From an optimization exercise on the open Yosys and OpenROAD flow, aimed at small area, a short achievable clock period and few clock cycles per item; shortcuts taken in it are not production practice. The RTL was checked by simulation tests, not by an equivalence proof against the original design. No activity file was given, so power comes from the tool's default toggle rates.

==> flow/design.v (outline; a module is shown in full before it is edited, if it fits) <==
// module mac_s1: 536 lines
// module mac_s2: 596 lines
// module mac_s3: 606 lines
// module fin: 55 lines
// module fa_bit: 4 lines
// module ha_bit: 4 lines
// module MyDesign: 248 lines
module MyDesign (
  input   wire dut_run,
  output  wire dut_busy,
  input   wire reset_b,
  input   wire clk,
  output wire        input_sram_write_enable,
  output wire [11:0] input_sram_write_addresss,
  output wire [15:0] input_sram_write_data,
  output reg  [11:0] input_sram_read_address,
  input  wire [15:0] input_sram_read_data,
  output wire        output_sram_write_enable,
  output reg  [11:0] output_sram_write_addresss,
  output wire [15:0] output_sram_write_data,
  output wire [11:0] output_sram_read_address,
  input  wire [15:0] output_sram_read_data,
  output wire        scratchpad_sram_write_enable,
  output wire [11:0] scratchpad_sram_write_addresss,
  output wire [15:0] scratchpad_sram_write_data,
  output wire [11:0] scratchpad_sram_read_address,
  input  wire [15:0] scratchpad_sram_read_data,
  output wire        weights_sram_write_enable,
  output wire [11:0] weights_sram_write_addresss,
  output wire [15:0] weights_sram_write_data,
  output wire [11:0] weights_sram_read_address,
  input  wire [15:0] weights_sram_read_data
);
  // ...
==> flow/flow/run.sh <==
#!/bin/bash
# The standard layout (the standard.sh, standard synthesis unchanged), with
# the port buffers inserted by buffer_ports made from buf_2 cells instead of
# the default choice. Each tool's output goes to ORFS's own logs under orfs/;
# this script's output goes to run_flow.log.
set -euo pipefail
export BUFFER_PORTS_ARGS="-buffer_cell sky130_fd_sc_hd__buf_2"
bash standard.sh > run_flow.log 2>&1
==> flow/standard.sh <==
#!/bin/bash
# synth_recipe.tcl (not shown) runs the flow's synth.tcl, then flattens the netlist and writes it again
# the make line also repeats each setting of config.mk as NAME=value (left out here)
make -C /OpenROAD-flow-scripts/flow DESIGN_CONFIG=/design/flow/config.mk WORK_HOME=/design/flow/orfs CLKGATE_MAP_FILE= SYNTH_SCRIPT=/design/flow/synth_recipe.tcl "${@:-finish}"
==> flow/config.mk <==
export PLATFORM = sky130hd
export DESIGN_NAME = MyDesign
export DESIGN_NICKNAME = MyDesign
export VERILOG_FILES = /design/flow/design.v
export SDC_FILE = /design/flow/constraint.sdc
export NUM_CORES = 4
export LEC_CHECK = 0
export ABC_CLOCK_PERIOD_IN_PS = 3000
export CAP_MARGIN = 50
export CORE_MARGIN = 2
export CORE_UTILIZATION = 80
export CTS_CLUSTER_DIAMETER = 150
export CTS_CLUSTER_SIZE = 25
export SLEW_MARGIN = 50
export SYNTH_HIERARCHICAL = 1
==> flow/constraint.sdc <==
create_clock -name core_clock -period 12.0 [get_ports {clk}]
set_input_delay 2.4000 -clock core_clock [delete_from_list [all_inputs] [get_ports {clk}]]
set_output_delay 2.4000 -clock core_clock [all_outputs]
set_load 0.01 [all_outputs]
==> reports/results.tsv, run 1 <==
stage	metric	value	unit
run_status	status	finished clean	
finish	Post-layout nets	5465	
sta	Final period util	0.3214	
finish	Seq/total area	0.2849	
critical_path	crit path launch type	flip-flop	
critical_path	Arrival @ worst endpoint	4.23	ns
detailed_routing	Remaining DRCs	0	
sta	Worst Max-Slew Pin Slew	0.7657	ns
critical_path	Crit path required time	12.37	ns
clock_tree	worst skew pair latency	0.67	ns
synthesis	asr flop ratio synth	0	
clock_tree	H-tree Lvls	1	
global_routing	global-route wire length before repair	188400	microns
detailed_routing	drt pass-1 iters	9	
critical_path	critical path's top delay family	compound AO/OA/AOI/OAI gates	
pwr	Power Density	310.1	nW/um^2
critical_path	cells along the critical path	nor2_1, nor2_1, ha_1, a21oi_1, o21ai_0, o22ai_1, buf_4, mux2_2, a2111oi_1, nor3_1	
synthesis	most frequent cell after synthesis	fa_1	
worst_hold_path	hold depth	0	
pwr	sequential power share	0.220	
floorplan	DIE WIDTH	258.2	microns
finish	Register Area	14680	sq um
pwr	Static Leak	0.02018	uW
place	DP Worst Slack	8.166	ns
pwr	Logic power comb	11300	uW
synthesis	area share of the largest cell type after synthesis	0.4198	
detailed_routing	met2 wire len	58260	microns
critical_path	critical path depth	10	
pwr	Top power group	combinational logic	
synthesis	largest family of logic cells by synthesized area	adder cells	
finish	clock-cell share of area	0.01649	
place	dpl hpwl	91510	microns
Testbench counts, summed over its fixed seeds: cycles 36,652, items 15,932.
==> run 2, diff against run 1 <==
--- a/flow/config.mk
+++ b/flow/config.mk
@@ -7,3 +7,2 @@
 export LEC_CHECK = 0
-export ABC_CLOCK_PERIOD_IN_PS = 3000
 export CAP_MARGIN = 50
==> run 2 against run 1 <==
  * Final area unchanged
  * Non-clock buffer count stayed put
  * Clock skew unchanged
  * Global-route usage unchanged
==> reports/results.tsv, run 2 <==
stage	metric	value	unit	change
finish	largest registers	P2a: 49 flops, P2b: 49 flops		
clock_tree	CTS Root Cell	clkbuf_16		
sta	setup_tns	0	ns	
finish	most frequent cells in the layout	fa_1, nand2_1, dfxtp_1, and2_1, ha_1		
synthesis	synth warn	7		
sta	Final Hold Fails	0		
sta	fin. max-slew vios	0		
detailed_routing	Routed Antenna Nets	0		
sta	fmax	259.3	MHz	
critical_path	Reg2Reg Setup Slack	8.14	ns	
synthesis	most frequent cell after synthesis	fa_1		
finish	# fillers	3820		
critical_path	Crit path required time	12.37	ns	about the same
clock_tree	cts repair resizes	0		
critical_path	Worst setup EP type	flip-flop		
floorplan	DIE WIDTH	258.2	microns	unchanged
synthesis	asr flop ratio synth	0		unchanged
sta	Hold Worst Slack	0.3337	ns	
finish	area used by multi-input combinational logic	33060	sq um	
synthesis	synth cell count leaders	fa_1, nand2_1, dfxtp_1		
finish	Register Area	14680	sq um	unchanged
sta	Tmin final	3.857	ns	
synthesis	synth unique cells	74		
global_routing	initial antenna violation count	3		
detailed_routing	via count	30900		
clock_tree	CTS tree	done		
detailed_routing	initial DRC count	3172		
floorplan	die height	258.2	microns	
place	dpl hpwl	91510	microns	unchanged
detailed_routing	Routed Wire Length	120000	microns	
synthesis	area share of the largest cell type after synthesis	0.4198		unchanged
place	IO buf count	159		
worst_hold_path	hold depth	0		unchanged
synthesis	Seq cells post-synth	666		
synthesis	syn_area_per_cell	11.88	sq um	
worst_hold_path	Worst Hold Class	flip-flop to flip-flop		
floorplan	I/O pin count	232		
sta	Setup Skew	0.03483	ns	
global_routing	vias in the first global route	34470		
clock_tree	CTS buffer count	30		
synthesis	synth top area cells	fa_1, dfxtp_1, edfxtp_1		
floorplan	die area	66670	sq um	
sta	slew margin rel.	0.4889		
clock_tree	H-tree Lvls	1		unchanged
clock_tree	cts hold-fix bufs	0		
global_routing	largest net degree at the start of global routing	60		
critical_path	Arrival @ worst endpoint	4.23	ns	about the same
clock_tree	clock slew at reported path FFs	0.10	ns	
critical_path	reg2reg end	owh[6]$_DFFE_PP_		
synthesis	Main synth FF type	dfxtp_1		
run_status	status	finished clean		
finish	Post-layout nets	5465		unchanged
global_routing	grt total ovfl	0		
critical_path	worst r2r path cells	10		
flow_run	max-cap violations	0		
clock_tree	Post-CTS Setup Bufs	0		
floorplan	Core Rows	93		
detailed_routing	Remaining DRCs	0		unchanged
pwr	Static Leak	0.02018	uW	unchanged
worst_hold_path	HP Start	jA[0]$_DFF_P_		
pwr	Power Density	310.1	nW/um^2	unchanged
detailed_routing	drt via density	6.146		
finish	synthesis-to-layout area growth	-0.3171	%	
place	Final Wtd Congestion	0.9196		
clock_tree	worst skew pair latency	0.67	ns	about the same
synthesis	EDFF count, synth	129		
floorplan	core area	64120	sq um	
critical_path	Crit Path Category	flip-flop to flip-flop		
global_routing	GRT Util Overall	0.3750		
critical_path	worst-path fanout max	30		
detailed_routing	routed len/inst	23.86	microns	
synthesis	leading area contributor after synthesis	fa_1		
critical_path	crit path launch type	flip-flop		
critical_path	Critical Path Start	R0[7]$_DFF_P_		
pwr	VDD IR max	0.3052	mV	
worst_hold_path	end of the worst hold path	jB[0]$_DFF_P_		
detailed_routing	drt pass-1 iters	9		unchanged
clock_tree	Sink Count	666		
sta	setup violators final	0		
synthesis	Seq/Total Area, Yosys	0.2829		
sta	Worst Max-Slew Pin Slew	0.7657	ns	unchanged
clock_tree	worst-case clock buffer depth	3		
finish	most common cell after layout, fill and taps aside	fa_1		
floorplan	starting density of the core	0.8063		
synthesis	Cell Area, Synth	51700	sq um	
global_routing	global-route wire length before repair	188400	microns	unchanged
critical_path	r2r startpoint	R0[7]$_DFF_P_		
synthesis	Syn Inst Count	4352		
sta	Final period util	0.3214		unchanged
sta	RSZ-0062 raised after global routing	false		
finish	share of cells above drive strength 1	0.08535		
## run 2: per-layer routing
layer  vias up  global-route usage  share of wire
li1      12800                   -              -
met1     15520              0.4794           0.35
met2      2017              0.6202           0.49
met3       556             0.07951           0.10
met4         4              0.1824          0.058
met5         -                   0        0.00019
## run 2: report_power, final
group,internal [uW],switching [uW]
sequential,3110,401
clock,474,711
combinational,5140,6130
## run 2: metrics by stage
step | cell area (sq um) | cells | setup slack [ns] | util | total power (uW)
after detailed placement | 50470 | 4957 | 8.166 | 0.7871 | 14750
after floorplan | 51920 | 4413 | 8.595 | - | 15740
final | 51530 | 5028 | 8.143 | 0.8037 | 15980
after global placement | 50120 | 4925 | 8.098 | 0.7817 | 14270
after global routing | 51530 | 5028 | 7.939 | 0.8037 | 17670
after CTS | 51320 | 5008 | 8.147 | 0.8004 | 15990
## run 2: cells by family (layout without fill, tap and decap cells)
kind of cell	Yosys count	count (layout)	share of synthesized area
DFF	666	666	0.2829
adders and majority gates	1246	1246	0.4590
xor gates and xnor gates	44	44	0.007455
buffers and inverters	648	406	0.08229
other	2	65	0.0001453
and+or+nand+nor	1540	1540	0.1384
AOI/OAI and AO/OA	185	185	0.02544
muxes	21	21	0.004429
## run 2: modules after synthesis (local to each module, per instance)
module,times used,cells inside,flops+latches
mac_s3,2,262,0
ha_bit,82,1,0
fin,2,151,0
fa_bit,1084,1,0
MyDesign,1,1280,666
mac_s2,2,268,0
mac_s1,2,272,0
## run 2: how the worst max path moves through the flow
| stage | to | slack [ns] | depth (start not counted) |
|---|---|---|---|
| after floorplan | P3a[16]$_DFF_P_ | 8.59 | 7 |
| after global placement | owh[6]$_DFFE_PP_ | 8.10 | 10 |
| after detailed placement | owh[6]$_DFFE_PP_ | 8.17 | 10 |
| after CTS | owh[6]$_DFFE_PP_ | 8.15 | 10 |
| after global routing | owh[0]$_DFFE_PP_ | 7.94 | 10 |
| final | owh[6]$_DFFE_PP_ | 8.14 | 10 |
## run 2: area by class of cell
type                            instances  share of cell area
Multi-Input combinational cell       3099              0.6415
Sequential cell                       666              0.2849
Timing Repair Buffer                  218             0.02630
Tap cell                              855             0.02076
Clock buffer                           49             0.01595
Inverter                              137            0.009979
Clock inverter                          2           0.0005342
Antenna cell                            2          0.00009712
## run 2: critical path: stages (launching register included)
cell       delay [ns]
dfxtp_1          0.52
nor2_1           0.09
nor2_1           0.55
ha_1             0.37
a21oi_1          0.12
o21ai_0          0.14
o22ai_1          0.21
buf_4            0.30
mux2_2           0.43
a2111oi_1        0.72
nor3_1           0.12
==> module MyDesign, before the edit <==
module MyDesign (
  input   wire dut_run,
  output  wire dut_busy,
  input   wire reset_b,
  input   wire clk,
  output wire        input_sram_write_enable,
  output wire [11:0] input_sram_write_addresss,
  output wire [15:0] input_sram_write_data,
  output reg  [11:0] input_sram_read_address,
  input  wire [15:0] input_sram_read_data,
  output wire        output_sram_write_enable,
  output reg  [11:0] output_sram_write_addresss,
  output wire [15:0] output_sram_write_data,
  output wire [11:0] output_sram_read_address,
  input  wire [15:0] output_sram_read_data,
  output wire        scratchpad_sram_write_enable,
  output wire [11:0] scratchpad_sram_write_addresss,
  output wire [15:0] scratchpad_sram_write_data,
  output wire [11:0] scratchpad_sram_read_address,
  input  wire [15:0] scratchpad_sram_read_data,
  output wire        weights_sram_write_enable,
  output wire [11:0] weights_sram_write_addresss,
  output wire [15:0] weights_sram_write_data,
  output wire [11:0] weights_sram_read_address,
  input  wire [15:0] weights_sram_read_data
);
  assign input_sram_write_enable   = 1'b0;
  assign input_sram_write_addresss = 12'd0;
  assign input_sram_write_data     = 16'd0;
  reg        busy;                
  reg        run;                 
  reg        av;                  
  reg  [2:0] wcnt;                
  reg  [3:0] endsr;               
  wire       start = dut_run & ~busy;
  reg        pv, ph;
  reg  [5:0] pr;
  reg  [4:0] pj;
  reg  [6:0] nreg;
  wire [4:0] cmask = {nreg[6], |nreg[6:5], |nreg[6:4], |nreg[6:3], |nreg[6:2]};
  wire [5:0] rmask = {nreg[6], |nreg[6:5], |nreg[6:4], |nreg[6:3], |nreg[6:2], |nreg[6:1]};
  wire       lastcol = (pj == cmask);
  wire       lastrow = (pr == rmask);
  reg  [15:0] XR, XRp, XA, XAp, XB, XBp;
  reg  [15:0] XRo;                
  reg         weo;                
  reg  [4:0]  spwa;               
  reg         wbank;              
  reg         xv, xh, xlast, xn4;
  reg  [5:0]  xr;
  reg  [4:0]  xj;
  wire        endd = run & xh & (&XR);
  reg  [11:0] ira;                
  reg  [4:0]  spra;               
  reg  [6:0]  wra;                
  reg  [4:0]  jA, jB, jC, jD;     
  always @(posedge clk) begin
    if (!reset_b) begin
      busy  <= 1'b0;
      run   <= 1'b0;
      weo   <= 1'b0;
      av    <= 1'b0;
      pv    <= 1'b0;
      endsr <= 4'd0;
    end else begin
      endsr <= {endsr[2:0], endd};
      if (start) begin
        busy  <= 1'b1;
        run   <= 1'b1;
        weo   <= 1'b1;
        av   <= 1'b1;
        pv   <= 1'b0;
      end else begin
        if (endsr[2]) run  <= 1'b0;
        if (endsr[3]) busy <= 1'b0;
        if (endsr[0]) weo <= 1'b0;
        if (endd) begin
          av <= 1'b0;
          pv <= 1'b0;
        end else
          pv <= av;
      end
    end
  end
  always @(posedge clk) begin
    if (av) ira <= ira + 12'd1;
    else    ira <= 12'd0;
    if (!run)               wcnt <= 3'd0;
    else if (wcnt != 3'd6)  wcnt <= wcnt + 3'd1;
    if (!run)               wra <= 7'd0;
    else if (wcnt < 3'd4)   wra <= {4'd0, wcnt + 3'd1};
    else                    wra <= {1'b1, pr[0], pj};
    if (!pv)
      ph <= 1'b1;
    else if (ph) begin
      ph   <= 1'b0;
      pr   <= 6'd0;
      pj   <= 5'd0;
      nreg <= input_sram_read_data[6:0];
    end else if (lastcol) begin
      pj <= 5'd0;
      if (lastrow) ph <= 1'b1;
      else         pr <= pr + 6'd1;
    end else
      pj <= pj + 5'd1;
  end
  always @(posedge clk) begin
    if (!reset_b) begin
      input_sram_read_address <= 12'd0;
      spra <= 5'd0;
      spwa <= 5'd0;
      wbank <= 1'b0;
    end else begin
      spwa <= pj;
      wbank <= pr[0];
      if (av) input_sram_read_address <= ira + 12'd1;
      else    input_sram_read_address <= 12'd0;
      if (pv) begin
        if (ph | lastcol) spra <= 5'd0;
        else              spra <= pj + 5'd1;
      end
    end
  end
  always @(posedge clk) begin
    XR  <= input_sram_read_data;
    XRp <= XR;
    XA  <= scratchpad_sram_read_data;
    XAp <= XA;
    XB  <= weights_sram_read_data;
    XBp <= XB;
    xh    <= pv & ph;
    xv    <= pv & ~ph;
    xr    <= pr;
    xj    <= pj;
    xlast <= lastcol & lastrow;
    xn4   <= ~|cmask[4:1];
    jA <= xj;
    jB <= jA;
    jC <= jB;
    jD <= jC;
  end
  always @(posedge clk) begin
    if (!reset_b) begin
      XRo <= 16'd0;
    end else begin
      XRo <= input_sram_read_data;
    end
  end
  assign scratchpad_sram_read_address   = {7'd0, spra};
  assign scratchpad_sram_write_enable   = weo;
  assign scratchpad_sram_write_addresss = {7'd0, spwa};
  assign scratchpad_sram_write_data     = XRo;
  assign weights_sram_read_address      = {5'd0, wra};
  assign weights_sram_write_enable      = weo;
  assign weights_sram_write_addresss    = {6'b000001, wbank, spwa};
  assign weights_sram_write_data        = XRo;
  assign output_sram_read_address       = {7'b1000000, jB};
  reg [7:0] k00, k01, k02, k10, k11, k12, k20, k21, k22;
  always @(posedge clk) begin
    case (wcnt)
      3'd1: begin k00 <= weights_sram_read_data[15:8]; k01 <= weights_sram_read_data[7:0]; end
      3'd2: begin k02 <= weights_sram_read_data[15:8]; k10 <= weights_sram_read_data[7:0]; end
      3'd3: begin k11 <= weights_sram_read_data[15:8]; k12 <= weights_sram_read_data[7:0]; end
      3'd4: begin k20 <= weights_sram_read_data[15:8]; k21 <= weights_sram_read_data[7:0]; end
      3'd5: begin k22 <= weights_sram_read_data[15:8]; end
      default: ;
    endcase
  end
  wire [41:0] s1a, s1b;
  wire [48:0] s2a, s2b;
  wire [47:0] s3a, s3b;
  reg  [41:0] P1a, P1b;
  reg  [48:0] P2a, P2b;
  reg  [47:0] P3a, P3b;
  mac_s1 m1a (.x0(XRp[15:8]), .x1(XRp[7:0]), .x2(XR[15:8]), .g0(k20), .g1(k21), .g2(k22), .o(s1a));
  mac_s1 m1b (.x0(XRp[7:0]), .x1(XR[15:8]), .x2(XR[7:0]),  .g0(k20), .g1(k21), .g2(k22), .o(s1b));
  mac_s2 m2a (.x0(XAp[15:8]), .x1(XAp[7:0]), .x2(XA[15:8]), .g0(k10), .g1(k11), .g2(k12), .i(P1a), .o(s2a));
  mac_s2 m2b (.x0(XAp[7:0]), .x1(XA[15:8]), .x2(XA[7:0]),  .g0(k10), .g1(k11), .g2(k12), .i(P1b), .o(s2b));
  mac_s3 m3a (.x0(XBp[15:8]), .x1(XBp[7:0]), .x2(XB[15:8]), .g0(k00), .g1(k01), .g2(k02), .i(P2a), .o(s3a));
  mac_s3 m3b (.x0(XBp[7:0]), .x1(XB[15:8]), .x2(XB[7:0]),  .g0(k00), .g1(k01), .g2(k02), .i(P2b), .o(s3b));
  always @(posedge clk) begin
    P1a <= s1a; P1b <= s1b;
    P2a <= s2a; P2b <= s2b;
    P3a <= s3a; P3b <= s3b;
  end
  wire [8:0] r0, r1;
  fin f0 (.i(P3a), .r(r0));
  fin f1 (.i(P3b), .r(r1));
  reg  [8:0]  R0, R1;
  always @(posedge clk) begin
    R0 <= r0;
    R1 <= r1;
  end
  reg [4:0] T1, T2, T3, T4;
  wire [4:0] T0 = {run & xv & (|xr[5:1]) & (|xj), ~xr[0], xr[1] ^ xj[0], xlast, xn4};
  always @(posedge clk) begin
    if (!reset_b) begin
      T1 <= 5'd0; T2 <= 5'd0; T3 <= 5'd0; T4 <= 5'd0;
    end else begin
      T1 <= T0; T2 <= T1; T3 <= T2; T4 <= T3;
    end
  end
  wire t_ov = T4[4], t_even = T4[3], t_par = T4[2], t_last = T4[1];
  reg  [6:0]  Creg, Hhold, pend;
  reg  [11:0] oaddr;
  reg         owe;
  reg  [6:0]  owh, owl;
  wire [6:0]  c0 = R0[8] ? 7'd0 : (R0[7] ? 7'd127 : R0[6:0]);
  wire [6:0]  c1 = R1[8] ? 7'd0 : (R1[7] ? 7'd127 : R1[6:0]);
  wire        g01 = c0 > c1;
  wire        g0c = c0 > Creg;
  wire        g1c = c1 > Creg;
  wire [6:0]  H    = g01 ? c0 : c1;
  wire [6:0]  item = (g01 & g0c) ? c0 : ((~g01 & g1c) ? c1 : Creg);
  always @(posedge clk) Creg <= T3[0] ? Hhold : output_sram_read_data[14:8];
  always @(posedge clk) begin
    if (!reset_b) begin
      owe <= 1'b0;
    end else begin
      owe <= t_ov & (t_even | t_par | t_last);
    end
  end
  always @(posedge clk) begin
    if (!run) oaddr <= 12'd0;
    if (t_ov) begin
      if (t_even) begin
        Hhold <= H;
        owh   <= H;
        output_sram_write_addresss <= {7'b1000000, jD};
      end else begin
        output_sram_write_addresss <= oaddr;
        if (t_par) begin
          owh <= pend;
          owl <= item;
          oaddr <= oaddr + 12'd1;
        end else begin
          pend <= item;
          owh  <= item;
          owl  <= 7'd0;
          if (t_last) oaddr <= oaddr + 12'd1;
        end
      end
    end
  end
  assign output_sram_write_enable = owe;
  assign output_sram_write_data   = {1'b0, owh, 1'b0, owl};
  assign dut_busy = busy;
endmodule
==> run 3, diff against run 2 <==
--- a/flow/design.v
+++ b/flow/design.v
@@ -1834,3 +1834,3 @@
   reg  [2:0] wcnt;                
-  reg  [3:0] endsr;               
+  reg  [4:0] endsr;               
   wire       start = dut_run & ~busy;
@@ -1856,3 +1856,3 @@
   reg  [6:0]  wra;                
-  reg  [4:0]  jA, jB, jC, jD;     
+  reg  [4:0]  jA, jB, jC, jD, jE;  
   always @(posedge clk) begin
@@ -1864,5 +1864,5 @@
       pv    <= 1'b0;
-      endsr <= 4'd0;
+      endsr <= 5'd0;
     end else begin
-      endsr <= {endsr[2:0], endd};
+      endsr <= {endsr[3:0], endd};
       if (start) begin
@@ -1874,4 +1874,4 @@
       end else begin
-        if (endsr[2]) run  <= 1'b0;
-        if (endsr[3]) busy <= 1'b0;
+        if (endsr[3]) run  <= 1'b0;
+        if (endsr[4]) busy <= 1'b0;
         if (endsr[0]) weo <= 1'b0;
@@ -1941,2 +1941,3 @@
     jD <= jC;
+    jE <= jD;
   end
@@ -1957,3 +1958,3 @@
   assign weights_sram_write_data        = XRo;
-  assign output_sram_read_address       = {7'b1000000, jB};
+  assign output_sram_read_address       = {7'b1000000, jC};
   reg [7:0] k00, k01, k02, k10, k11, k12, k20, k21, k22;
@@ -1994,3 +1995,3 @@
   end
-  reg [4:0] T1, T2, T3, T4;
+  reg [4:0] T1, T2, T3, T4, T5;
   wire [4:0] T0 = {run & xv & (|xr[5:1]) & (|xj), ~xr[0], xr[1] ^ xj[0], xlast, xn4};
@@ -1998,8 +1999,12 @@
     if (!reset_b) begin
-      T1 <= 5'd0; T2 <= 5'd0; T3 <= 5'd0; T4 <= 5'd0;
+      T1 <= 5'd0; T2 <= 5'd0; T3 <= 5'd0; T4 <= 5'd0; T5 <= 5'd0;
     end else begin
-      T1 <= T0; T2 <= T1; T3 <= T2; T4 <= T3;
+      T1 <= T0; T2 <= T1; T3 <= T2; T4 <= T3; T5 <= T4;
     end
   end
-  wire t_ov = T4[4], t_even = T4[3], t_par = T4[2], t_last = T4[1];
+  wire t_ov = T5[4], t_even = T5[3], t_par = T5[2], t_last = T5[1];
+  wire [6:0]  c0 = R0[8] ? 7'd0 : (R0[7] ? 7'd127 : R0[6:0]);
+  wire [6:0]  c1 = R1[8] ? 7'd0 : (R1[7] ? 7'd127 : R1[6:0]);
+  reg  [6:0]  HR;
+  always @(posedge clk) HR <= (c0 > c1) ? c0 : c1;
   reg  [6:0]  Creg, Hhold, pend;
@@ -2008,10 +2013,4 @@
   reg  [6:0]  owh, owl;
-  wire [6:0]  c0 = R0[8] ? 7'd0 : (R0[7] ? 7'd127 : R0[6:0]);
-  wire [6:0]  c1 = R1[8] ? 7'd0 : (R1[7] ? 7'd127 : R1[6:0]);
-  wire        g01 = c0 > c1;
-  wire        g0c = c0 > Creg;
-  wire        g1c = c1 > Creg;
-  wire [6:0]  H    = g01 ? c0 : c1;
-  wire [6:0]  item = (g01 & g0c) ? c0 : ((~g01 & g1c) ? c1 : Creg);
-  always @(posedge clk) Creg <= T3[0] ? Hhold : output_sram_read_data[14:8];
+  wire [6:0]  item = (HR > Creg) ? HR : Creg;
+  always @(posedge clk) Creg <= T4[0] ? Hhold : output_sram_read_data[14:8];
   always @(posedge clk) begin
@@ -2027,5 +2026,5 @@
       if (t_even) begin
-        Hhold <= H;
-        owh   <= H;
-        output_sram_write_addresss <= {7'b1000000, jD};
+        Hhold <= HR;
+        owh   <= HR;
+        output_sram_write_addresss <= {7'b1000000, jE};
       end else begin
--- a/flow/config.mk
+++ b/flow/config.mk
@@ -7,8 +7,8 @@
 export LEC_CHECK = 0
-export CAP_MARGIN = 50
+export CAP_MARGIN = 40
 export CORE_MARGIN = 2
-export CORE_UTILIZATION = 80
+export CORE_UTILIZATION = 85
 export CTS_CLUSTER_DIAMETER = 150
 export CTS_CLUSTER_SIZE = 25
-export SLEW_MARGIN = 50
+export SLEW_MARGIN = 40
 export SYNTH_HIERARCHICAL = 1
==> run 3 against run 2 <==
  * Utilization increased by 4.5 points
  * Highest routed layer unchanged
  * Still clean on timing, DRC and antenna
  * Synthesized area increased by 0.43%
  * Global-route usage increased by 2.6 points
==> reports/results.tsv, run 3 <==
stage	metric	value	unit	change
run_status	status	finished clean		
synthesis	synth cell count leaders	fa_1, nand2_1, dfxtp_1		
clock_tree	worst-case clock buffer depth	3		unchanged
finish	# fillers	3124		-18%
detailed_routing	routed len/inst	24.83	microns	+4.1%
synthesis	EDFF count, synth	129		unchanged
detailed_routing	drt pass-1 iters	9		unchanged
clock_tree	clock slew at reported path FFs	0.10	ns	about the same
synthesis	synth top area cells	fa_1, dfxtp_1, edfxtp_1		
floorplan	starting density of the core	0.8602		+0.05390
global_routing	initial antenna violation count	2		-1
sta	RSZ-0062 raised after global routing	false		
finish	Post-layout nets	5407		-1.1%
critical_path	Arrival @ worst endpoint	4.35	ns	+0.12 ns
floorplan	die area	63070	sq um	-5.4%
floorplan	DIE WIDTH	251.1	microns	-2.7%
place	Final Wtd Congestion	0.9471		+3.0%
pwr	sequential power share	0.226		+0.006
floorplan	I/O pin count	232		unchanged
sta	setup_tns	0	ns	unchanged
synthesis	syn_area_per_cell	11.95	sq um	+0.64%
detailed_routing	Remaining DRCs	0		unchanged
critical_path	crit path launch type	flip-flop		
synthesis	Syn Inst Count	4343		-0.21%
pwr	VDD IR max	0.2800	mV	-8.3%
finish	share of cells above drive strength 1	0.06773		-0.01762
detailed_routing	initial DRC count	3532		+11%
sta	slew margin rel.	0.3699		-0.1190
sta	fmax	263.1	MHz	+1.5%
synthesis	adder-cell share of the synthesized area	0.4553		-0.003667
clock_tree	cts hold-fix bufs	0		unchanged
synthesis	Seq/Total Area, Yosys	0.2886		+0.005720
global_routing	largest net degree at the start of global routing	61		+1.7%
global_routing	GRT Util Overall	0.4009		+0.02590
finish	most frequent cells in the layout	fa_1, nand2_1, dfxtp_1, and2_1, buf_2		
synthesis	Cell Area, Synth	51920	sq um	+0.43%
flow_run	max-cap violations	0		unchanged
sta	Hold Worst Slack	0.3294	ns	-0.004280 ns
critical_path	worst-path fanout max	16		-47%
pwr	Net Sw Power	7156	uW	-1.2%
floorplan	die height	251.1	microns	-2.7%
clock_tree	worst skew pair latency	0.68	ns	about the same
pwr	PnR Total Power	15900	uW	-0.50%
clock_tree	Post-CTS Setup Bufs	0		unchanged
pwr	Static Leak	0.02007	uW	-0.55%
worst_hold_path	Worst Hold Class	flip-flop to flip-flop		
detailed_routing	Routed Antenna Nets	0		unchanged
synthesis	mux cell area share after synthesis	0.006651		+0.002222
critical_path	r2r startpoint	k21[3]$_DFFE_PP_		
clock_tree	CTS Root Cell	clkbuf_16		
sta	Setup Skew	0.02872	ns	-0.006110 ns
sta	Final period util	0.3167		-0.004692
clock_tree	H-tree Lvls	1		unchanged
finish	most common cell after layout, fill and taps aside	fa_1		
critical_path	Worst setup EP type	flip-flop		
pwr	Power Density	310.3	nW/um^2	about the same
floorplan	core area	60360	sq um	-5.9%
clock_tree	CTS buffer count	31		+3.3%
critical_path	Critical Path Start	k21[3]$_DFFE_PP_		
global_routing	global-route wire length before repair	190100	microns	+0.94%
synthesis	Main synth FF type	dfxtp_1		
finish	largest registers	P2a: 49 flops, P2b: 49 flops		
synthesis	most frequent cell after synthesis	fa_1		
global_routing	grt total ovfl	0		unchanged
global_routing	vias in the first global route	35060		+1.7%
synthesis	synth warn	7		unchanged
synthesis	largest family of logic cells by synthesized area	adder cells		
detailed_routing	drt via density	6.501		+5.8%
clock_tree	Sink Count	684		+2.7%
clock_tree	CTS tree	done		
sta	Tmin final	3.801	ns	-0.05631 ns
critical_path	Crit Path Category	flip-flop to flip-flop		
detailed_routing	via count	31870		+3.1%
sta	fin. max-slew vios	0		unchanged
pwr	cell-internal power	8743	uW	+0.12%
synthesis	synth unique cells	75		+1.4%
sta	Worst Max-Slew Pin Slew	0.9439	ns	+0.1782 ns
synthesis	Seq cells post-synth	684		+2.7%
pwr	Comb pwr share	0.697		-0.009
clock_tree	cts repair resizes	0		unchanged
worst_hold_path	HP Start	jD[2]$_DFF_P_		
synthesis	post-synthesis compound-gate area fraction	0.02670		+0.001264
synthesis	post-synthesis simple-gate area fraction	0.1338		-0.004525
finish	synthesis-to-layout area growth	-1.301	%	
place	dpl hpwl	89770	microns	-1.9%
detailed_routing	Routed Wire Length	121800	microns	+1.5%
synthesis	asr flop ratio synth	0		unchanged
synthesis	area share of the largest cell type after synthesis	0.4180		-0.001811
sta	setup violators final	0		unchanged
pwr	Clock power frac	0.077		+0.003
synthesis	xor-xnor portion of the synthesized cell area	0.006916		-0.0005382
sta	Final Hold Fails	0		unchanged
place	IO buf count	159		unchanged
synthesis	leading area contributor after synthesis	fa_1		
floorplan	Core Rows	90		-3.2%
pwr	switching portion of total power	0.4501		-0.003377
critical_path	Crit path required time	12.55	ns	+0.18 ns
run 3: cell count changes in the layout (fill, tap and decap cells not counted), sizes merged, moves of 7 or more:
cell    change
dfxtp      +18
o22ai       -8
nor2       -16
mux2i      +15
and2        +7
nand3b      -7
buf        -43
o21ai      +10
ha          -7
nor3b      -12
run 3: cell families after synthesis:
kind of cell	after synthesis
simple gates	1504
mux	33
compound gates	195
fa+ha+maj	1239
other cells	2
xor+xnor	41
buf+inv	645
flops	684
run 3: through the flow:
stage                     utilization  worst slack, ns  instance area, sq um  std cells
final                          0.8490            8.199                 51240       4903
after global routing           0.8490            8.028                 51240       4902
after floorplan                     -            8.595                 52150       4404
after CTS                      0.8477            8.187                 51170       4896
after detailed placement       0.8331            8.171                 50290       4845
after global placement         0.8325            8.202                 50250       4843
run 3: worst paths after layout:
check                          to  slack (ns)  depth (start not counted)
setup / recovery  P1b[10]$_DFF_P_        8.20                          6
hold / removal      jE[2]$_DFF_P_        0.33                          0
setup reg to reg  P1b[10]$_DFF_P_        8.20                          6
hold reg to reg     jE[2]$_DFF_P_        0.33                          0
run 3: power by group through the flow:
| stage | Sequential (uW) | Combinational [uW] | Clock, uW |
|---|---|---|---|
| finish | 3600 | 11100 | 1220 |
| global route | 3660 | 12500 | 1310 |
| CTS | 3600 | 11000 | 1230 |
| detailed placement | 3650 | 10900 | 0 |
| global placement | 3630 | 10400 | 0 |
| floorplan | 3510 | 12200 | 0 |
run 3: metal layers:
layer,part of all wire,global-route usage,vias up
li1,-,-,12700
met1,0.34,0.5038,16060
met2,0.48,0.6482,2425
met3,0.12,0.1001,687
met4,0.065,0.2255,6
met5,0.00030,0,-
run 3: modules after synthesis, one instance, submodules excluded:
| module | cells inside | cell area (sq um) |
|---|---|---|
| MyDesign | 1271 | 18810 |
| fa_bit | 1 | 20.02 |
| fin | 151 | 1026 |
| ha_bit | 1 | 12.51 |
| mac_s1 | 272 | 1426 |
| mac_s2 | 268 | 1386 |
| mac_s3 | 262 | 1351 |
run 3: final cells by class:
| class | instances | area, sq um | share of cell area |
|---|---|---|---|
| repair buffers | 175 | 948.4 | 0.01851 |
| well taps | 782 | 978.4 | 0.01909 |
| flip-flops and latches | 684 | 15010 | 0.2928 |
| diodes | 2 | 5.005 | 0.00009767 |
| clock buffers | 49 | 843.3 | 0.01646 |
| inverters | 134 | 503.0 | 0.009815 |
| multi-input cells | 3075 | 32920 | 0.6425 |
| clock inverters | 2 | 36.28 | 0.0007081 |
run 3: worst max-delay path, stage by stage (launching register included):
cell      delay (ns)
edfxtp_1        0.97
nand2_1         0.19
fa_1            0.57
fa_1            0.46
fa_1            0.48
fa_1            0.54
fa_1            0.45
Testbench counts of run 3, summed over its fixed seeds: cycles 36,684, items 15,932.
==> run 4, diff against run 3 <==
--- a/flow/config.mk
+++ b/flow/config.mk
@@ -7,8 +7,8 @@
 export LEC_CHECK = 0
-export CAP_MARGIN = 40
+export CAP_MARGIN = 50
 export CORE_MARGIN = 2
-export CORE_UTILIZATION = 85
+export CORE_UTILIZATION = 80
 export CTS_CLUSTER_DIAMETER = 150
 export CTS_CLUSTER_SIZE = 25
-export SLEW_MARGIN = 40
+export SLEW_MARGIN = 50
 export SYNTH_HIERARCHICAL = 1
==> run 4 against run 3 <==
  * Sequential cell count stayed put
  * Wire length is 2.1% lower
  * Largest power group unchanged
  * Utilization is 4.5 points lower
  * Clock power hardly changed
  * Die area is 6.2% higher
  * Global-route usage is 3.1 points lower
  * Critical path type unchanged
  * Final area is 0.94% higher
  * Critical path depth is 1 higher
  * Worst setup slack better by 0.020 ns
  * Worst hold slack better by 0.0022 ns
  * Combinational power hardly changed
==> reports/results.tsv, run 4 <==
stage	metric	value	unit	change
critical_path	Critical Path Start	k00[2]$_DFFE_PN_		
sta	RSZ-0062 raised after global routing	false		
place	DP Worst Slack	8.323	ns	+0.1518 ns
worst_hold_path	Worst Hold Class	flip-flop to flip-flop		
synthesis	Seq cells post-synth	684		unchanged
clock_tree	Post-CTS Setup Bufs	0		unchanged
critical_path	Crit Path Category	flip-flop to flip-flop		
synthesis	synth unique cells	75		unchanged
sta	Worst Max-Slew Pin Slew	0.7827	ns	-0.1612 ns
pwr	Power Density	307.6	nW/um^2	-0.85%
sta	Setup Skew	0.02956	ns	+0.0008443 ns
finish	most frequent cells in the layout	fa_1, nand2_1, dfxtp_1, and2_1, buf_2		
floorplan	die height	258.8	microns	+3.0%
global_routing	largest net degree at the start of global routing	61		unchanged
sta	fin. max-slew vios	0		unchanged
clock_tree	worst-case clock buffer depth	3		unchanged
clock_tree	H-tree Lvls	1		unchanged
finish	post-route cell area	51730	sq um	+0.94%
run_status	status	finished clean		
sta	fmax	264.5	MHz	+0.52%
finish	most common cell after layout, fill and taps aside	fa_1		
flow_run	max-cap violations	0		unchanged
floorplan	Core Rows	93		+3.3%
critical_path	CP most frequent cell	fa_1		
floorplan	starting density of the core	0.8069		-0.05334
detailed_routing	via count	31070		-2.5%
sta	Setup WS post-layout	8.219	ns	+0.01960 ns
clock_tree	clock slew at reported path FFs	0.10	ns	about the same
worst_hold_path	HP Start	jD[3]$_DFF_P_		
sta	Tmin final	3.781	ns	-0.01960 ns
synthesis	synth cell count leaders	fa_1, nand2_1, dfxtp_1		
synthesis	Syn Inst Count	4343		unchanged
place	IO buf count	159		unchanged
clock_tree	cts repair resizes	0		unchanged
detailed_routing	Routed Antenna Nets	0		unchanged
finish	synthesis-to-layout area growth	-0.3735	%	
synthesis	synth warn	7		unchanged
critical_path	cells along the critical path	nand2_1, fa_1, fa_1, fa_1, fa_1, fa_1, ha_1		
detailed_routing	initial DRC count	2947		-17%
global_routing	global-route wire length before repair	187200	microns	-1.6%
global_routing	vias in the first global route	34590		-1.3%
clock_tree	CTS buffer count	31		unchanged
finish	Post-layout nets	5443		+0.67%
clock_tree	Sink Count	684		unchanged
critical_path	crit path launch type	flip-flop		
synthesis	Cell Area, Synth	51920	sq um	unchanged
detailed_routing	drt pass-1 iters	6		-3
sta	Final period util	0.3151		-0.001633
place	DP Area	50690	sq um	+0.80%
critical_path	slowest CP cell	edfxtp_1		
synthesis	Seq/Total Area, Yosys	0.2886		unchanged
global_routing	grt total ovfl	0		unchanged
floorplan	die area	66950	sq um	+6.2%
finish	share of cells above drive strength 1	0.08231		+0.01458
global_routing	initial antenna violation count	1		-1
pwr	Static Leak	0.02027	uW	+1.0%
synthesis	area share of the largest cell type after synthesis	0.4180		unchanged
synthesis	synth top area cells	fa_1, dfxtp_1, edfxtp_1		
critical_path	critical path's top delay family	adder cells		
clock_tree	worst skew pair latency	0.68	ns	about the same
clock_tree	CTS Root Cell	clkbuf_16		
critical_path	r2r startpoint	k00[2]$_DFFE_PN_		
finish	Ant. Diodes	0		-2
clock_tree	CTS tree	done		
detailed_routing	routed len/inst	23.78	microns	-4.2%
sta	Final Hold Fails	0		unchanged
global_routing	GRT Util Overall	0.3695		-0.03144
synthesis	leading area contributor after synthesis	fa_1		
detailed_routing	Routed Wire Length	119100	microns	-2.1%
floorplan	core area	64350	sq um	+6.6%
sta	Hold Worst Slack	0.3316	ns	+0.002167 ns
floorplan	I/O pin count	232		unchanged
critical_path	Worst setup EP type	flip-flop		
critical_path	Worst Path Buf+Inv	0		unchanged
clock_tree	cts hold-fix bufs	0		unchanged
critical_path	Arrival @ worst endpoint	4.34	ns	about the same
sta	setup violators final	0		unchanged
critical_path	Crit path required time	12.56	ns	about the same
pwr	VDD IR max	0.3345	mV	+19%
critical_path	CP max stage delay	0.86	ns	-0.11 ns
synthesis	Main synth FF type	dfxtp_1		
synthesis	most frequent cell after synthesis	fa_1		
synthesis	syn_area_per_cell	11.95	sq um	unchanged
detailed_routing	Remaining DRCs	0		unchanged
detailed_routing	drt via density	6.202		-4.6%
synthesis	asr flop ratio synth	0		unchanged
sta	setup_tns	0	ns	unchanged
critical_path	worst-path fanout max	16		unchanged
sta	slew margin rel.	0.4782		+0.1083
floorplan	DIE WIDTH	258.8	microns	+3.0%
synthesis	EDFF count, synth	129		unchanged
place	Final Wtd Congestion	0.9222		-2.6%
place	dpl hpwl	91190	microns	+1.6%
finish	largest registers	P2a: 49 flops, P2b: 49 flops		
run 4: per-layer routing:
metal / part of all wire / vias to the layer above / GRT usage
met5: 0 / - / 0
met3: 0.10 / 550 / 0.08549
met1: 0.35 / 15760 / 0.4650
li1: - / 12770 / -
met2: 0.48 / 1996 / 0.6094
met4: 0.060 / 0 / 0.1871
run 4: where the power goes:
group          total [uW]  switching, uW  internal, uW
registers            3590            421          3170
logic               11100           6010          5090
clock network        1220            732           490
run 4: Yosys stat by module (local to each module, per instance):
module,flops+latches,cells inside,copies in the design
MyDesign,684,1271,1
mac_s1,0,272,2
mac_s2,0,268,2
mac_s3,0,262,2
fin,0,151,2
fa_bit,0,1,1084
ha_bit,0,1,82
run 4: final cells by class:
cell class,instances,area [sq um]
Clock inverter,2,36.28
Inverter,134,503.0
Fill cell,3857,12620
Clock buffer,49,843.3
Timing Repair Buffer,211,1297
Sequential cell,684,15040
Multi-Input combinational cell,3075,32940
Tap cell,855,1070
run 4: through the flow:
step | total power [uW] | cells | util
floorplan | 15660 | 4404 | -
global placement | 14120 | 4914 | 0.7820
detailed placement | 14720 | 4945 | 0.7877
CTS | 15980 | 4996 | 0.8014
global route | 17550 | 5010 | 0.8038
finish | 15910 | 5010 | 0.8038
run 4: worst paths after layout:
check,to,slack (ns),cells after the start
worst max-delay path,P3a[17]$_DFF_P_,8.22,7
worst min-delay path,jE[3]$_DFF_P_,0.33,0
worst max register to register,P3a[17]$_DFF_P_,8.22,7
worst min register to register,jE[3]$_DFF_P_,0.33,0
run 4: cell families (layout without fill, tap and decap cells):
logic type	count (synthesis)	count (layout)	synth area share
AOI/OAI and AO/OA	195	195	0.02670
adders and majority gates	1239	1239	0.4553
other	2	63	0.0001446
xor gates and xnor gates	41	41	0.006916
and+or+nand+nor	1504	1504	0.1338
muxes	33	33	0.006651
DFF	684	684	0.2886
buffers and inverters	645	396	0.08182

==> afterwards: timing with drivers on the ports <==
Ports are ideal in the flow. The routed layouts listed here were re-timed in OpenROAD. Step 1: set_driving_cell puts a clkbuf_16 on clk and a buf_2 on each other input, an assumption about the parent block. Step 2 adds t to the input delays and takes it off the output delays; t is the mean of the earliest and latest rising clock arrival at the registers after step 1. Input paths then give back, and output paths get back, about the clock's delay inside the block. Slacks: no drivers / after step 1 / after step 2; pairs: no drivers / after step 1.
run	shift t [ns]	slack for setup (ns)	clock arrival spread, ns
run 1	0.718	8.143 / 8.143 / 8.143	0.037 / 0.037
run 2	0.718	8.143 / 8.143 / 8.143	0.037 / 0.037
run 3	0.733	8.199 / 8.199 / 8.199	0.032 / 0.032
run 4	0.728	8.219 / 8.219 / 8.219	0.032 / 0.031
After both steps every run listed still meets setup and hold.
